Background: an optimization exercise with open tools, aiming at small area. Do not read the settings as production practice.
Only the layout flow was run in this run; the RTL was not checked for function there.
Power is estimated from default activity; no workload was simulated.

===== design/flow/config.mk =====
export PLATFORM = sky130hd
export DESIGN_NAME = rgb_to_ycbcr_444
export DESIGN_NICKNAME = rgb_to_ycbcr_444
export VERILOG_FILES = /design/flow/design.v
export SDC_FILE = /design/flow/constraint.sdc
export NUM_CORES = 4
export LEC_CHECK = 0
export CAP_MARGIN = 20
export CORE_MARGIN = 2
export CORE_UTILIZATION = 60
export CTS_BUF_LIST = sky130_fd_sc_hd__clkbuf_4 sky130_fd_sc_hd__clkbuf_8
export GPL_TIMING_DRIVEN = 0
export SLEW_MARGIN = 20
export SYNTH_HIERARCHICAL = 1
export SYNTH_MINIMUM_KEEP_SIZE = 0

===== design/flow/constraint.sdc =====
create_clock -name core_clock -period 6.0 [get_ports {in_clock}]
set_input_delay 1.2000 -clock core_clock [delete_from_list [all_inputs] [get_ports {in_clock}]]
set_output_delay 1.2000 -clock core_clock [all_outputs]
set_load 0.01 [all_outputs]

===== design/flow/design.v =====
module rgb_to_ycbcr_444(
  input wire in_reset,
  input wire in_clock,
  input wire [7:0] in_r,
  input wire [7:0] in_g,
  input wire [7:0] in_b,
  output reg [7:0] out_y,
  output reg [7:0] out_cb,
  output reg [7:0] out_cr
  );
  wire n0 = in_g[0] & in_b[0];
  wire n1, n2;
  fa_cell u_n1 (.a(in_r[0]), .b(in_g[1]), .c(in_b[1]), .s(n1), .co(n2));
  wire n3 = n0 & n1;
  wire n4, n5;
  fa_cell u_n4 (.a(in_r[1]), .b(in_g[2]), .c(in_b[2]), .s(n4), .co(n5));
  wire n6 = (n2 & n4) | (n2 & n3) | (n4 & n3);
  wire n7, n8;
  fa_cell u_n7 (.a(in_r[2]), .b(in_g[3]), .c(in_b[3]), .s(n7), .co(n8));
  wire n9, n10;
  fa_cell u_n9 (.a(in_b[0]), .b(n5), .c(n7), .s(n9), .co(n10));
  wire n11 = n9 & n6;
  wire n12, n13;
  fa_cell u_n12 (.a(in_r[3]), .b(in_g[4]), .c(in_b[4]), .s(n12), .co(n13));
  wire n14, n15;
  fa_cell u_n14 (.a(in_b[1]), .b(in_b[0]), .c(n8), .s(n14), .co(n15));
  wire n16, n17;
  fa_cell u_n16 (.a(n12), .b(n10), .c(n14), .s(n16), .co(n17));
  wire n18 = n11 & n16;
  wire n19, n20;
  fa_cell u_n19 (.a(in_r[4]), .b(in_g[5]), .c(in_b[5]), .s(n19), .co(n20));
  wire n21, n22;
  fa_cell u_n21 (.a(in_b[2]), .b(in_b[1]), .c(n13), .s(n21), .co(n22));
  wire n23, n24;
  fa_cell u_n23 (.a(n19), .b(n15), .c(n21), .s(n23), .co(n24));
  wire n25 = (n17 & n23) | (n17 & n18) | (n23 & n18);
  wire n26, n27;
  fa_cell u_n26 (.a(in_r[5]), .b(in_r[0]), .c(in_g[6]), .s(n26), .co(n27));
  wire n28, n29;
  fa_cell u_n28 (.a(in_b[6]), .b(in_b[3]), .c(in_b[2]), .s(n28), .co(n29));
  wire n30, n31;
  fa_cell u_n30 (.a(n20), .b(n26), .c(n28), .s(n30), .co(n31));
  wire n32, n33;
  fa_cell u_n32 (.a(n22), .b(n30), .c(n24), .s(n32), .co(n33));
  wire n34 = n32 & n25;
  wire n35, n36;
  fa_cell u_n35 (.a(in_r[6]), .b(in_r[1]), .c(in_g[7]), .s(n35), .co(n36));
  wire n37, n38;
  fa_cell u_n37 (.a(in_g[0]), .b(in_b[7]), .c(in_b[4]), .s(n37), .co(n38));
  wire n39, n40;
  fa_cell u_n39 (.a(in_b[3]), .b(n27), .c(n29), .s(n39), .co(n40));
  wire n41, n42;
  fa_cell u_n41 (.a(n35), .b(n37), .c(n31), .s(n41), .co(n42));
  wire n43, n44;
  fa_cell u_n43 (.a(n39), .b(n41), .c(n33), .s(n43), .co(n44));
  wire n45 = n34 & n43;
  wire n46, n47;
  fa_cell u_n46 (.a(in_r[7]), .b(in_r[2]), .c(in_g[1]), .s(n46), .co(n47));
  wire n48, n49;
  fa_cell u_n48 (.a(in_b[5]), .b(in_b[4]), .c(n36), .s(n48), .co(n49));
  wire n50, n51;
  fa_cell u_n50 (.a(n38), .b(n46), .c(n40), .s(n50), .co(n51));
  wire n52, n53;
  fa_cell u_n52 (.a(n48), .b(n42), .c(n50), .s(n52), .co(n53));
  wire n54, n55;
  fa_cell u_n54 (.a(n52), .b(n44), .c(n45), .s(n54), .co(n55));
  wire n56, n57;
  fa_cell u_n56 (.a(in_r[3]), .b(in_g[2]), .c(in_b[6]), .s(n56), .co(n57));
  wire n58, n59;
  fa_cell u_n58 (.a(in_b[5]), .b(n47), .c(n56), .s(n58), .co(n59));
  wire n60, n61;
  fa_cell u_n60 (.a(n49), .b(n58), .c(n51), .s(n60), .co(n61));
  wire n62, n63;
  fa_cell u_n62 (.a(n53), .b(n60), .c(n55), .s(n62), .co(n63));
  wire n64, n65;
  fa_cell u_n64 (.a(in_r[4]), .b(in_g[3]), .c(in_b[7]), .s(n64), .co(n65));
  wire n66, n67;
  fa_cell u_n66 (.a(in_b[6]), .b(n57), .c(n64), .s(n66), .co(n67));
  wire n68, n69;
  fa_cell u_n68 (.a(n59), .b(n66), .c(n61), .s(n68), .co(n69));
  wire n70, n71;
  ha_cell u_n70 (.a(n68), .b(n63), .s(n70), .co(n71));
  wire n72, n73;
  fa_cell u_n72 (.a(in_r[5]), .b(in_g[4]), .c(in_b[7]), .s(n72), .co(n73));
  wire n74, n75;
  fa_cell u_n74 (.a(n65), .b(n72), .c(n67), .s(n74), .co(n75));
  wire n76, n77;
  ha_cell u_n76 (.a(n74), .b(n69), .s(n76), .co(n77));
  wire n78, n79;
  fa_cell u_n78 (.a(in_r[6]), .b(in_g[5]), .c(n73), .s(n78), .co(n79));
  wire n80, n81;
  fa_cell u_n80 (.a(n78), .b(n75), .c(n77), .s(n80), .co(n81));
  wire n82, n83;
  fa_cell u_n82 (.a(in_r[7]), .b(in_g[6]), .c(n79), .s(n82), .co(n83));
  wire n84 = n76 & n71;
  wire n85 = n76 | n71;
  wire n86;
  xor_cell u_n86 (.a(n76), .b(n71), .y(n86));
  wire n87 = n82 & n81;
  wire n88 = n82 | n81;
  wire n89;
  xor_cell u_n89 (.a(n82), .b(n81), .y(n89));
  wire n90 = in_g[7] & n83;
  wire n91 = in_g[7] | n83;
  wire n92;
  xor_cell u_n92 (.a(in_g[7]), .b(n83), .y(n92));
  wire n93 = n80 | (1'b1 & n84);
  wire n94 = 1'b1 & n85;
  wire n95 = n90 | (n91 & n87);
  wire n96 = n91 & n88;
  wire n97 = n87 | (n88 & n93);
  wire n98 = n88 & n94;
  wire n99 = n95 | (n96 & n93);
  wire n100 = n96 & n94;
  wire n101 = 1'b0 | (1'b0 & n99);
  wire n102 = 1'b0 & n100;
  wire n103 = n84;
  wire n104;
  xor_cell u_n104 (.a(n80), .b(n103), .y(n104));
  wire n105 = n93;
  wire n106;
  xnor_cell u_n106 (.a(n89), .b(n105), .y(n106));
  wire n107 = n97;
  wire n108;
  xnor_cell u_n108 (.a(n92), .b(n107), .y(n108));
  wire n109 = n99;
  wire n110;
  xor_cell u_n110 (.a(in_b[0]), .b(in_g[0]), .y(n110));
  wire n111 = ~in_b[0] & in_g[0];
  wire n112, n113;
  fa_cell u_n112 (.a(~in_b[1]), .b(in_g[1]), .c(n111), .s(n112), .co(n113));
  wire n114, n115;
  fa_cell u_n114 (.a(~in_b[2]), .b(in_g[2]), .c(n113), .s(n114), .co(n115));
  wire n116, n117;
  fa_cell u_n116 (.a(~in_b[3]), .b(in_g[3]), .c(n115), .s(n116), .co(n117));
  wire n118, n119;
  fa_cell u_n118 (.a(~in_b[4]), .b(in_g[4]), .c(n117), .s(n118), .co(n119));
  wire n120 = in_b[5] & ~in_g[5];
  wire n121 = in_b[5] | ~in_g[5];
  wire n122;
  xor_cell u_n122 (.a(in_b[5]), .b(in_g[5]), .y(n122));
  wire n123 = in_b[6] & ~in_g[6];
  wire n124 = in_b[6] | ~in_g[6];
  wire n125;
  xor_cell u_n125 (.a(in_b[6]), .b(in_g[6]), .y(n125));
  wire n126 = in_b[7] & ~in_g[7];
  wire n127 = in_b[7] | ~in_g[7];
  wire n128;
  xor_cell u_n128 (.a(in_b[7]), .b(in_g[7]), .y(n128));
  wire n129 = n120 | (n121 & ~n119);
  wire n130 = n123 | (n124 & n129);
  wire n131 = n124 & n121;
  wire n132 = n126 | (n127 & n130);
  wire n133 = n127 & n131;
  wire n134;
  xor_cell u_n134 (.a(n122), .b(n119), .y(n134));
  wire n135 = n129;
  wire n136;
  xor_cell u_n136 (.a(n125), .b(n135), .y(n136));
  wire n137 = n130;
  wire n138;
  xor_cell u_n138 (.a(n128), .b(n137), .y(n138));
  wire n139 = n132;
  wire n140;
  xor_cell u_n140 (.a(in_r[0]), .b(in_g[0]), .y(n140));
  wire n141 = ~in_r[0] & in_g[0];
  wire n142, n143;
  fa_cell u_n142 (.a(~in_r[1]), .b(in_g[1]), .c(n141), .s(n142), .co(n143));
  wire n144, n145;
  fa_cell u_n144 (.a(~in_r[2]), .b(in_g[2]), .c(n143), .s(n144), .co(n145));
  wire n146, n147;
  fa_cell u_n146 (.a(~in_r[3]), .b(in_g[3]), .c(n145), .s(n146), .co(n147));
  wire n148, n149;
  fa_cell u_n148 (.a(~in_r[4]), .b(in_g[4]), .c(n147), .s(n148), .co(n149));
  wire n150 = in_r[5] & ~in_g[5];
  wire n151 = in_r[5] | ~in_g[5];
  wire n152;
  xor_cell u_n152 (.a(in_r[5]), .b(in_g[5]), .y(n152));
  wire n153 = in_r[6] & ~in_g[6];
  wire n154 = in_r[6] | ~in_g[6];
  wire n155;
  xor_cell u_n155 (.a(in_r[6]), .b(in_g[6]), .y(n155));
  wire n156 = in_r[7] & ~in_g[7];
  wire n157 = in_r[7] | ~in_g[7];
  wire n158;
  xor_cell u_n158 (.a(in_r[7]), .b(in_g[7]), .y(n158));
  wire n159 = n150 | (n151 & ~n149);
  wire n160 = n153 | (n154 & n159);
  wire n161 = n154 & n151;
  wire n162 = n156 | (n157 & n160);
  wire n163 = n157 & n161;
  wire n164;
  xor_cell u_n164 (.a(n152), .b(n149), .y(n164));
  wire n165 = n159;
  wire n166;
  xor_cell u_n166 (.a(n155), .b(n165), .y(n166));
  wire n167 = n160;
  wire n168;
  xor_cell u_n168 (.a(n158), .b(n167), .y(n168));
  wire n169 = n162;
  wire n170, n171;
  ha_cell u_n170 (.a(n140), .b(n144), .s(n170), .co(n171));
  wire n172;
  xor_cell u_n172 (.a(n110), .b(n142), .y(n172));
  wire n173 = n110 & ~n142;
  wire n174, n175;
  fa_cell u_n174 (.a(~n172), .b(n171), .c(n146), .s(n174), .co(n175));
  wire n176, n177;
  ha_cell u_n176 (.a(n140), .b(n173), .s(n176), .co(n177));
  wire n178, n179;
  fa_cell u_n178 (.a(n112), .b(n144), .c(~n176), .s(n178), .co(n179));
  wire n180, n181;
  fa_cell u_n180 (.a(~n178), .b(n148), .c(n175), .s(n180), .co(n181));
  wire n182, n183;
  fa_cell u_n182 (.a(n142), .b(~n177), .c(n114), .s(n182), .co(n183));
  wire n184, n185;
  fa_cell u_n184 (.a(n146), .b(n179), .c(n182), .s(n184), .co(n185));
  wire n186, n187;
  fa_cell u_n186 (.a(n164), .b(n184), .c(~n181), .s(n186), .co(n187));
  wire n188, n189;
  fa_cell u_n188 (.a(n110), .b(n144), .c(n116), .s(n188), .co(n189));
  wire n190, n191;
  fa_cell u_n190 (.a(n183), .b(n148), .c(n185), .s(n190), .co(n191));
  wire n192, n193;
  fa_cell u_n192 (.a(n188), .b(n190), .c(n187), .s(n192), .co(n193));
  wire n194, n195;
  fa_cell u_n194 (.a(n146), .b(n118), .c(n189), .s(n194), .co(n195));
  wire n196, n197;
  fa_cell u_n196 (.a(n112), .b(n164), .c(n168), .s(n196), .co(n197));
  wire n198, n199;
  fa_cell u_n198 (.a(n191), .b(n194), .c(n193), .s(n198), .co(n199));
  wire n200, n201;
  ha_cell u_n200 (.a(n114), .b(n134), .s(n200), .co(n201));
  wire n202, n203;
  fa_cell u_n202 (.a(n148), .b(n166), .c(n195), .s(n202), .co(n203));
  wire n204, n205;
  fa_cell u_n204 (.a(~n200), .b(n169), .c(n202), .s(n204), .co(n205));
  wire n206, n207;
  fa_cell u_n206 (.a(~n197), .b(n204), .c(n199), .s(n206), .co(n207));
  wire n208, n209;
  ha_cell u_n208 (.a(n116), .b(n164), .s(n208), .co(n209));
  wire n210, n211;
  fa_cell u_n210 (.a(n201), .b(~n136), .c(n208), .s(n210), .co(n211));
  wire n212, n213;
  fa_cell u_n212 (.a(n168), .b(n203), .c(~n210), .s(n212), .co(n213));
  wire n214, n215;
  ha_cell u_n214 (.a(n205), .b(n212), .s(n214), .co(n215));
  wire n216, n217;
  fa_cell u_n216 (.a(n118), .b(n209), .c(~n166), .s(n216), .co(n217));
  wire n218, n219;
  fa_cell u_n218 (.a(n169), .b(n211), .c(n216), .s(n218), .co(n219));
  wire n220, n221;
  fa_cell u_n220 (.a(n138), .b(n213), .c(~n218), .s(n220), .co(n221));
  wire n222, n223;
  fa_cell u_n222 (.a(n134), .b(~n139), .c(n168), .s(n222), .co(n223));
  wire n224, n225;
  fa_cell u_n224 (.a(n217), .b(~n222), .c(n219), .s(n224), .co(n225));
  wire n226, n227;
  fa_cell u_n226 (.a(n136), .b(n169), .c(~n223), .s(n226), .co(n227));
  wire n228, n229;
  ha_cell u_n228 (.a(n138), .b(n227), .s(n228), .co(n229));
  wire n230;
  xor_cell u_n230 (.a(n139), .b(n229), .y(n230));
  wire n231 = ~n166 & n192;
  wire n232 = ~n166 | n192;
  wire n233 = ~n196 & n198;
  wire n234 = ~n196 | n198;
  wire n235;
  xor_cell u_n235 (.a(n196), .b(n198), .y(n235));
  wire n236 = n214 & n207;
  wire n237 = n214 | n207;
  wire n238;
  xor_cell u_n238 (.a(n214), .b(n207), .y(n238));
  wire n239 = n215 & n220;
  wire n240 = n215 | n220;
  wire n241;
  xor_cell u_n241 (.a(n215), .b(n220), .y(n241));
  wire n242 = n221 & ~n224;
  wire n243 = n221 | ~n224;
  wire n244;
  xor_cell u_n244 (.a(n221), .b(n224), .y(n244));
  wire n245 = ~n226 & ~n225;
  wire n246 = ~n226 | ~n225;
  wire n247;
  xor_cell u_n247 (.a(n226), .b(n225), .y(n247));
  wire n248 = 1'b0 | (~n170 & 1'b0);
  wire n249 = ~n170 & ~n142;
  wire n250 = 1'b0 | (~n180 & 1'b0);
  wire n251 = ~n180 & ~n174;
  wire n252 = n231 | (n232 & 1'b0);
  wire n253 = n232 & n186;
  wire n254 = 1'b0 | (n206 & n233);
  wire n255 = n206 & n234;
  wire n256 = n239 | (n240 & n236);
  wire n257 = n240 & n237;
  wire n258 = n245 | (n246 & n242);
  wire n259 = n246 & n243;
  wire n260 = 1'b0 | (n230 & 1'b0);
  wire n261 = n230 & ~n228;
  wire n262 = 1'b0 | (~n174 & n248);
  wire n263 = ~n174 & n249;
  wire n264 = n250 | (n251 & n248);
  wire n265 = n251 & n249;
  wire n266 = n233 | (n234 & n252);
  wire n267 = n234 & n253;
  wire n268 = n254 | (n255 & n252);
  wire n269 = n255 & n253;
  wire n270 = n242 | (n243 & n256);
  wire n271 = n243 & n257;
  wire n272 = n258 | (n259 & n256);
  wire n273 = n259 & n257;
  wire n274 = 1'b0 | (n186 & n264);
  wire n275 = n186 & n265;
  wire n276 = n252 | (n253 & n264);
  wire n277 = n253 & n265;
  wire n278 = n266 | (n267 & n264);
  wire n279 = n267 & n265;
  wire n280 = n268 | (n269 & n264);
  wire n281 = n269 & n265;
  wire n282 = 1'b0 | (~n228 & n272);
  wire n283 = ~n228 & n273;
  wire n284 = n260 | (n261 & n272);
  wire n285 = n261 & n273;
  wire n286 = n236 | (n237 & n280);
  wire n287 = n237 & n281;
  wire n288 = n256 | (n257 & n280);
  wire n289 = n257 & n281;
  wire n290 = n270 | (n271 & n280);
  wire n291 = n271 & n281;
  wire n292 = n272 | (n273 & n280);
  wire n293 = n273 & n281;
  wire n294 = n282 | (n283 & n280);
  wire n295 = n283 & n281;
  wire n296 = n284 | (n285 & n280);
  wire n297 = n285 & n281;
  wire n298 = n276;
  wire n299;
  xor_cell u_n299 (.a(n235), .b(n298), .y(n299));
  wire n300 = n278;
  wire n301;
  xnor_cell u_n301 (.a(n206), .b(n300), .y(n301));
  wire n302 = n280;
  wire n303;
  xnor_cell u_n303 (.a(n238), .b(n302), .y(n303));
  wire n304 = n286;
  wire n305;
  xnor_cell u_n305 (.a(n241), .b(n304), .y(n305));
  wire n306 = n288;
  wire n307;
  xor_cell u_n307 (.a(n244), .b(n306), .y(n307));
  wire n308 = n290;
  wire n309;
  xnor_cell u_n309 (.a(n247), .b(n308), .y(n309));
  wire n310 = n292;
  wire n311;
  xor_cell u_n311 (.a(n228), .b(n310), .y(n311));
  wire n312 = n294;
  wire n313;
  xnor_cell u_n313 (.a(n230), .b(n312), .y(n313));
  wire n314;
  xor_cell u_n314 (.a(n140), .b(n110), .y(n314));
  wire n315 = n140 | n110;
  wire n316;
  xor_cell u_n316 (.a(n315), .b(n142), .y(n316));
  wire n317 = n315 & ~n142;
  wire n318, n319;
  ha_cell u_n318 (.a(n112), .b(n316), .s(n318), .co(n319));
  wire n320, n321;
  fa_cell u_n320 (.a(n144), .b(n114), .c(n319), .s(n320), .co(n321));
  wire n322;
  xor_cell u_n322 (.a(n317), .b(n320), .y(n322));
  wire n323 = ~n317 & n320;
  wire n324, n325;
  fa_cell u_n324 (.a(n140), .b(n146), .c(n116), .s(n324), .co(n325));
  wire n326, n327;
  fa_cell u_n326 (.a(n321), .b(n323), .c(n324), .s(n326), .co(n327));
  wire n328, n329;
  fa_cell u_n328 (.a(n148), .b(n118), .c(n325), .s(n328), .co(n329));
  wire n330, n331;
  fa_cell u_n330 (.a(n327), .b(n328), .c(n138), .s(n330), .co(n331));
  wire n332, n333;
  ha_cell u_n332 (.a(n144), .b(n164), .s(n332), .co(n333));
  wire n334, n335;
  fa_cell u_n334 (.a(n134), .b(~n329), .c(n332), .s(n334), .co(n335));
  wire n336, n337;
  fa_cell u_n336 (.a(n139), .b(n334), .c(~n331), .s(n336), .co(n337));
  wire n338, n339;
  ha_cell u_n338 (.a(n146), .b(n333), .s(n338), .co(n339));
  wire n340, n341;
  fa_cell u_n340 (.a(n166), .b(n136), .c(~n338), .s(n340), .co(n341));
  wire n342;
  xor_cell u_n342 (.a(n335), .b(n340), .y(n342));
  wire n343 = ~n335 & n340;
  wire n344, n345;
  ha_cell u_n344 (.a(n148), .b(n339), .s(n344), .co(n345));
  wire n346, n347;
  fa_cell u_n346 (.a(n168), .b(n138), .c(n341), .s(n346), .co(n347));
  wire n348, n349;
  fa_cell u_n348 (.a(~n344), .b(n343), .c(n346), .s(n348), .co(n349));
  wire n350;
  xor_cell u_n350 (.a(n164), .b(n169), .y(n350));
  wire n351 = ~n164 & n169;
  wire n352, n353;
  fa_cell u_n352 (.a(n139), .b(n345), .c(~n350), .s(n352), .co(n353));
  wire n354;
  xor_cell u_n354 (.a(n347), .b(n352), .y(n354));
  wire n355 = n347 & ~n352;
  wire n356, n357;
  fa_cell u_n356 (.a(n166), .b(n351), .c(n353), .s(n356), .co(n357));
  wire n358, n359;
  ha_cell u_n358 (.a(n168), .b(n357), .s(n358), .co(n359));
  wire n360;
  xor_cell u_n360 (.a(n169), .b(n359), .y(n360));
  wire n361 = n314 & n116;
  wire n362 = n314 | n116;
  wire n363 = n318 & n118;
  wire n364 = n318 | n118;
  wire n365 = ~n322 & ~n134;
  wire n366 = ~n322 | ~n134;
  wire n367 = n136 & n326;
  wire n368 = n136 | n326;
  wire n369 = ~n142 & n330;
  wire n370 = ~n142 | n330;
  wire n371;
  xor_cell u_n371 (.a(n142), .b(n330), .y(n371));
  wire n372 = ~n342 & ~n337;
  wire n373 = ~n342 | ~n337;
  wire n374;
  xor_cell u_n374 (.a(n342), .b(n337), .y(n374));
  wire n375 = ~n354 & n349;
  wire n376 = ~n354 | n349;
  wire n377;
  xor_cell u_n377 (.a(n354), .b(n349), .y(n377));
  wire n378 = n355 & ~n356;
  wire n379 = n355 | ~n356;
  wire n380;
  xor_cell u_n380 (.a(n355), .b(n356), .y(n380));
  wire n381 = ~n110 | (1'b1 & 1'b0);
  wire n382 = 1'b1 & 1'b0;
  wire n383 = 1'b0 | (n114 & 1'b0);
  wire n384 = n114 & n112;
  wire n385 = n363 | (n364 & n361);
  wire n386 = n364 & n362;
  wire n387 = n367 | (n368 & n365);
  wire n388 = n368 & n366;
  wire n389 = 1'b0 | (~n336 & n369);
  wire n390 = ~n336 & n370;
  wire n391 = 1'b0 | (n348 & n372);
  wire n392 = n348 & n373;
  wire n393 = n378 | (n379 & n375);
  wire n394 = n379 & n376;
  wire n395 = 1'b0 | (n360 & 1'b0);
  wire n396 = n360 & ~n358;
  wire n397 = 1'b0 | (n112 & n381);
  wire n398 = n112 & n382;
  wire n399 = n383 | (n384 & n381);
  wire n400 = n384 & n382;
  wire n401 = n365 | (n366 & n385);
  wire n402 = n366 & n386;
  wire n403 = n387 | (n388 & n385);
  wire n404 = n388 & n386;
  wire n405 = n372 | (n373 & n389);
  wire n406 = n373 & n390;
  wire n407 = n391 | (n392 & n389);
  wire n408 = n392 & n390;
  wire n409 = 1'b0 | (~n358 & n393);
  wire n410 = ~n358 & n394;
  wire n411 = n395 | (n396 & n393);
  wire n412 = n396 & n394;
  wire n413 = n361 | (n362 & n399);
  wire n414 = n362 & n400;
  wire n415 = n385 | (n386 & n399);
  wire n416 = n386 & n400;
  wire n417 = n401 | (n402 & n399);
  wire n418 = n402 & n400;
  wire n419 = n403 | (n404 & n399);
  wire n420 = n404 & n400;
  wire n421 = n375 | (n376 & n407);
  wire n422 = n376 & n408;
  wire n423 = n393 | (n394 & n407);
  wire n424 = n394 & n408;
  wire n425 = n409 | (n410 & n407);
  wire n426 = n410 & n408;
  wire n427 = n411 | (n412 & n407);
  wire n428 = n412 & n408;
  wire n429 = n369 | (n370 & n419);
  wire n430 = n370 & n420;
  wire n431 = n389 | (n390 & n419);
  wire n432 = n390 & n420;
  wire n433 = n405 | (n406 & n419);
  wire n434 = n406 & n420;
  wire n435 = n407 | (n408 & n419);
  wire n436 = n408 & n420;
  wire n437 = n421 | (n422 & n419);
  wire n438 = n422 & n420;
  wire n439 = n423 | (n424 & n419);
  wire n440 = n424 & n420;
  wire n441 = n425 | (n426 & n419);
  wire n442 = n426 & n420;
  wire n443 = n427 | (n428 & n419);
  wire n444 = n428 & n420;
  wire n445 = n419;
  wire n446;
  xor_cell u_n446 (.a(n371), .b(n445), .y(n446));
  wire n447 = n429;
  wire n448;
  xor_cell u_n448 (.a(n336), .b(n447), .y(n448));
  wire n449 = n431;
  wire n450;
  xnor_cell u_n450 (.a(n374), .b(n449), .y(n450));
  wire n451 = n433;
  wire n452;
  xnor_cell u_n452 (.a(n348), .b(n451), .y(n452));
  wire n453 = n435;
  wire n454;
  xor_cell u_n454 (.a(n377), .b(n453), .y(n454));
  wire n455 = n437;
  wire n456;
  xor_cell u_n456 (.a(n380), .b(n455), .y(n456));
  wire n457 = n439;
  wire n458;
  xor_cell u_n458 (.a(n358), .b(n457), .y(n458));
  wire n459 = n441;
  wire n460;
  xnor_cell u_n460 (.a(n360), .b(n459), .y(n460));
  wire [7:0] y_d = {n109, ~n108, ~n106, ~n104, n86, n70, n62, n54};
  wire [7:0] cb_d = {~n313, ~n311, ~n309, ~n307, ~n305, ~n303, ~n301, ~n299};
  wire [7:0] cr_d = {~n460, ~n458, ~n456, ~n454, ~n452, ~n450, ~n448, ~n446};
  always @(posedge in_clock) begin
    if (in_reset) begin
      out_y <= 8'd0;
      out_cb <= 8'd0;
      out_cr <= 8'd0;
    end else begin
      out_y <= y_d;
      out_cb <= cb_d;
      out_cr <= cr_d;
    end
  end
endmodule
module fa_cell(input wire a, input wire b, input wire c, output wire s, output wire co);
  assign s = a ^ b ^ c;
  assign co = (a & b) | (a & c) | (b & c);
endmodule
module ha_cell(input wire a, input wire b, output wire s, output wire co);
  assign s = a ^ b;
  assign co = a & b;
endmodule
module xnor_cell(input wire a, input wire b, output wire y);
  assign y = ~(a ^ b);
endmodule
module xor_cell(input wire a, input wire b, output wire y);
  assign y = a ^ b;
endmodule

===== design/flow/flow/run.sh =====
#!/bin/bash
export BUFFER_PORTS_ARGS="-buffer_cell sky130_fd_sc_hd__buf_1"
export CTS_ARGS="-sink_clustering_enable -repair_clock_nets -dont_use_dummy_load -buf_list {sky130_fd_sc_hd__clkbuf_4 sky130_fd_sc_hd__clkbuf_8}"
bash standard.sh > standard.log 2>&1

===== design/flow/standard.sh =====
#!/bin/bash
# synth_recipe.tcl (not shown) runs the flow's synth.tcl, then flattens the netlist and writes it again
# the make line also repeats each setting of config.mk as NAME=value (left out here)
make -C /OpenROAD-flow-scripts/flow DESIGN_CONFIG=/design/flow/config.mk WORK_HOME=/design/flow/orfs CLKGATE_MAP_FILE= SYNTH_SCRIPT=/design/flow/synth_recipe.tcl "${@:-finish}"

==> results.cfg <==
[run_status]
status = complete, no violations

[global_routing]
gr-total-overflow = 0
grt_max_degree = 14
track_usage_pct = 24.34
first_global_vias = 2435
antenna_found_initial = 0
grt_pass1_wl_um = 11490

[placed_design]
routabilityCongestion = 0.8978
dp_slack_ns = -0.7563
port_buffers = 49
placed_area_um2 = 3727
place_hpwl_um = 5412

[route]
drt-total-wl_um = 6766
wl_per_cell_um = 15.14
drc = 0
ant_nets = 0
wl_met2_um = 3335
num_vias = 2275
topRoutingLayerUsed = met4
routed-wl-met3_um = 198
routed_via_density = 5.089
drt_iter0_markers = 62
wirelength_met1_um = 3142
first_pass_iters = 4

[die]
io_pins = 50
die_area_um2 = 6297
initial_utilization_pct = 61.87
core_area_um2 = 5507
rows = 27
die_x_um = 79.36
die_h_um = 79.36

[synthesis]
synthFlopType = dfxtp_1
yosysWarnings = 7
ys_types = 33
yosysSeqAreaShare_pct = 14.10
syn_nets = 421
synth_area_um2 = 3407
synth_area_per_cell_um2 = 11.24
syn_inst = 303
async_reset_ff_share_pct = 0
synth-edff-count = 0
ys_seq_elements = 24

[power]
p_total_mw = 2.534
vdd_drop_max_mv = 0.5907
power_density_nw_per_um2 = 612.3
leakagePower_nw = 1.749

[final_layout]
final_area_um2 = 4139
area_growth_pct = 21.48
diodes = 0
final_nets = 495
final_common_cell = fa_1
fill_cells = 387
drive_gt1_share_pct = 19.73
layout_common_cells = 66 x fa_1, 43 x buf_1, 38 x xor2_1, 34 x inv_1, 24 x dfxtp_1

[cts]
cts_tree = built
cts_hold_buf = 0
path_clk_slew_ns = 0.09
cts_buffers = 3
clockRootBuffer = clkbuf_8
cts_max_level = 1
clk_path_buf_depth = 2
cts.sinks = 24

[critical_path]
required_ns = 6.16
worst_setup_path_end_kind = register
start_kind = input port
cp_slowest_cell = fa_1
crit_chain = buf_12 -> nor2b_4 -> fa_2 -> fa_2 -> fa_2 -> fa_2 -> a21o_1 -> o21ai_2 -> xor2_4 -> fa_1 -> fa_1 -> fa_1 -> and2_4 -> maj3_2 -> maj3_2 -> xor2_1 -> nor2_1
worstSetupPathType = input port to register
cpPeakStageDelay_ns = 0.58
worstPathMaxFanout = 6
crit_top_cell = fa_2
critical_path_arrival_ns = 6.09
critPathTopFamily = adder cells
critical_path_buf_inv_count = 1

[timing]
fin_ws_ns = 0.07355
fmax_mhz = 168.7
worstMarginPinSlew_ns = 0.6167
setup_tns_ns = 0
rsz0062_at_grt = yes
min_period_over_period_pct = 98.77
relSlewSlack_pct = 58.75
maxSlewViolCount = 0
fin_crit_ns = 5.926
finalSetupViolCount = 0
hold_viol_final = 0

[job]
maxCapViolCount = 0

[worst_hold_path]
min_to = out_y[0]
worstHoldStart = in_reset
hold_class = input port to register
min_path_cells = 2
-- worst max path at each step --
stage,start,to,slack [ns],cells after the start
CTS,in_g[0],out_cb[4],0.002,15
global placement,in_b[1],out_cb[7],-0.72,21
detailed placement,in_b[1],out_cb[7],-0.76,21
global route,in_g[0],out_cr[7],-0.09,18
finish,in_g[0],out_cb[4],0.07,17
floorplan,in_g[0],out_cb[4],0.02,16
-- layer usage --
layer	global-route usage, %	vias up
met2	40.00	38
met4	5.172	0
met3	3.864	8
met1	34.74	1146
li1	-	1083
met5	0	-
-- what timing repair did --
action                                  4_1_cts  5_1_grt
resized for setup                            23       37
pin swaps                                    10       23
endpoints found under the setup margin        8        7
setup buffers                                11        9
-- per-module statistics from Yosys (local to each module, per instance) --
module            times used  flops+latches  area, um2
rgb_to_ycbcr_444           1             24       1190
ha_cell                   13              0      12.51
fa_cell                   79              0      20.02
xor_cell                  44              0      8.758
xnor_cell                 10              0      8.758
-- flip-flops by register name, indices dropped and copies added (netlist names) --
signal,cells
out_cr,8
out_cb,8
out_y,8
-- synthesized netlist by cell type, drive strengths merged (2+ instances only) --
master	n	share of area (%)
nor2	24	2.6
clkbuf	2	0.22
inv	36	4.0
ha	13	4.8
o22ai	2	0.37
nor2b	13	2.6
and2	2	0.44
xnor2	10	2.6
xor2	44	11
dfxtp	24	14
a21oi	7	1.0
maj3	11	3.3
nand3	2	0.29
o21ai	8	1.2
a21o	3	0.66
fa	79	46
and3	3	0.55
nand2	8	0.88
-- area by class of cell --
cell class,instances,area [um2],share of cell area (%)
buffer,2,7.507,0.1814
clock buffer,3,41.29,0.9976
inverter,36,137.6,3.325
multi-input combinational,241,3014,72.82
sequential,24,480.5,11.61
tap,72,90.09,2.177
timing repair buffer,69,367.9,8.888
-- metrics by stage --
step	std cells	utilization [%]	hold WS [ns]
4_1_cts	438	71.55	1.250
3_5_place_dp	424	67.69	1.526
3_3_place_gp	424	67.69	1.531
6_report	447	75.16	1.244
5_1_grt	447	75.16	1.259
2_1_floorplan	303	-	1.272
-- power breakdown --
| group | switching, mW | internal [mW] | leakage [nW] |
|---|---|---|---|
| clock network | 0.0501 | 0.0450 | 0.0216 |
| registers | 0.0162 | 0.242 | 0.200 |
| logic | 1.14 | 1.05 | 1.53 |
-- cells by family (layout without fill, tap and decap cells) --
kind of cell	after synthesis	after routing	share of synthesized area, %
xor gates and xnor gates	54	54	13.88
buffers and inverters	38	110	4.187
and+or+nand+nor	55	55	7.933
AOI/OAI and AO/OA	29	29	5.362
DFF	24	24	14.10
adders and majority gates	103	103	54.54

[re-timing with driven ports]
The flow's constraints put no driver on any port. The routed layout listed below was extracted and timed again, unchanged, in two steps. Step 1 assumes that a clkbuf_16 drives the clock port and a buf_2 every other input. Step 2, shift: input delay + t, output delay - t, t = (earliest + latest rising clock arrival at the registers) / 2. This alone moves slack from input paths to output paths. Slacks: ideal ports / drivers / drivers and shift; pairs: ideal ports / drivers.
t (ns): 0.296
slack for setup (ns): 0.074 / 0.048 / -0.248
hold slack, ns: 1.244 / 1.233 / 1.529
worst register clock-pin slew, ns: 0.09 / 0.09
Met with ideal ports but missed after step 2: setup timing in this run. For this run, drivers alone change the setup slack by -0.026 ns; drivers and shift together by -0.322 ns.
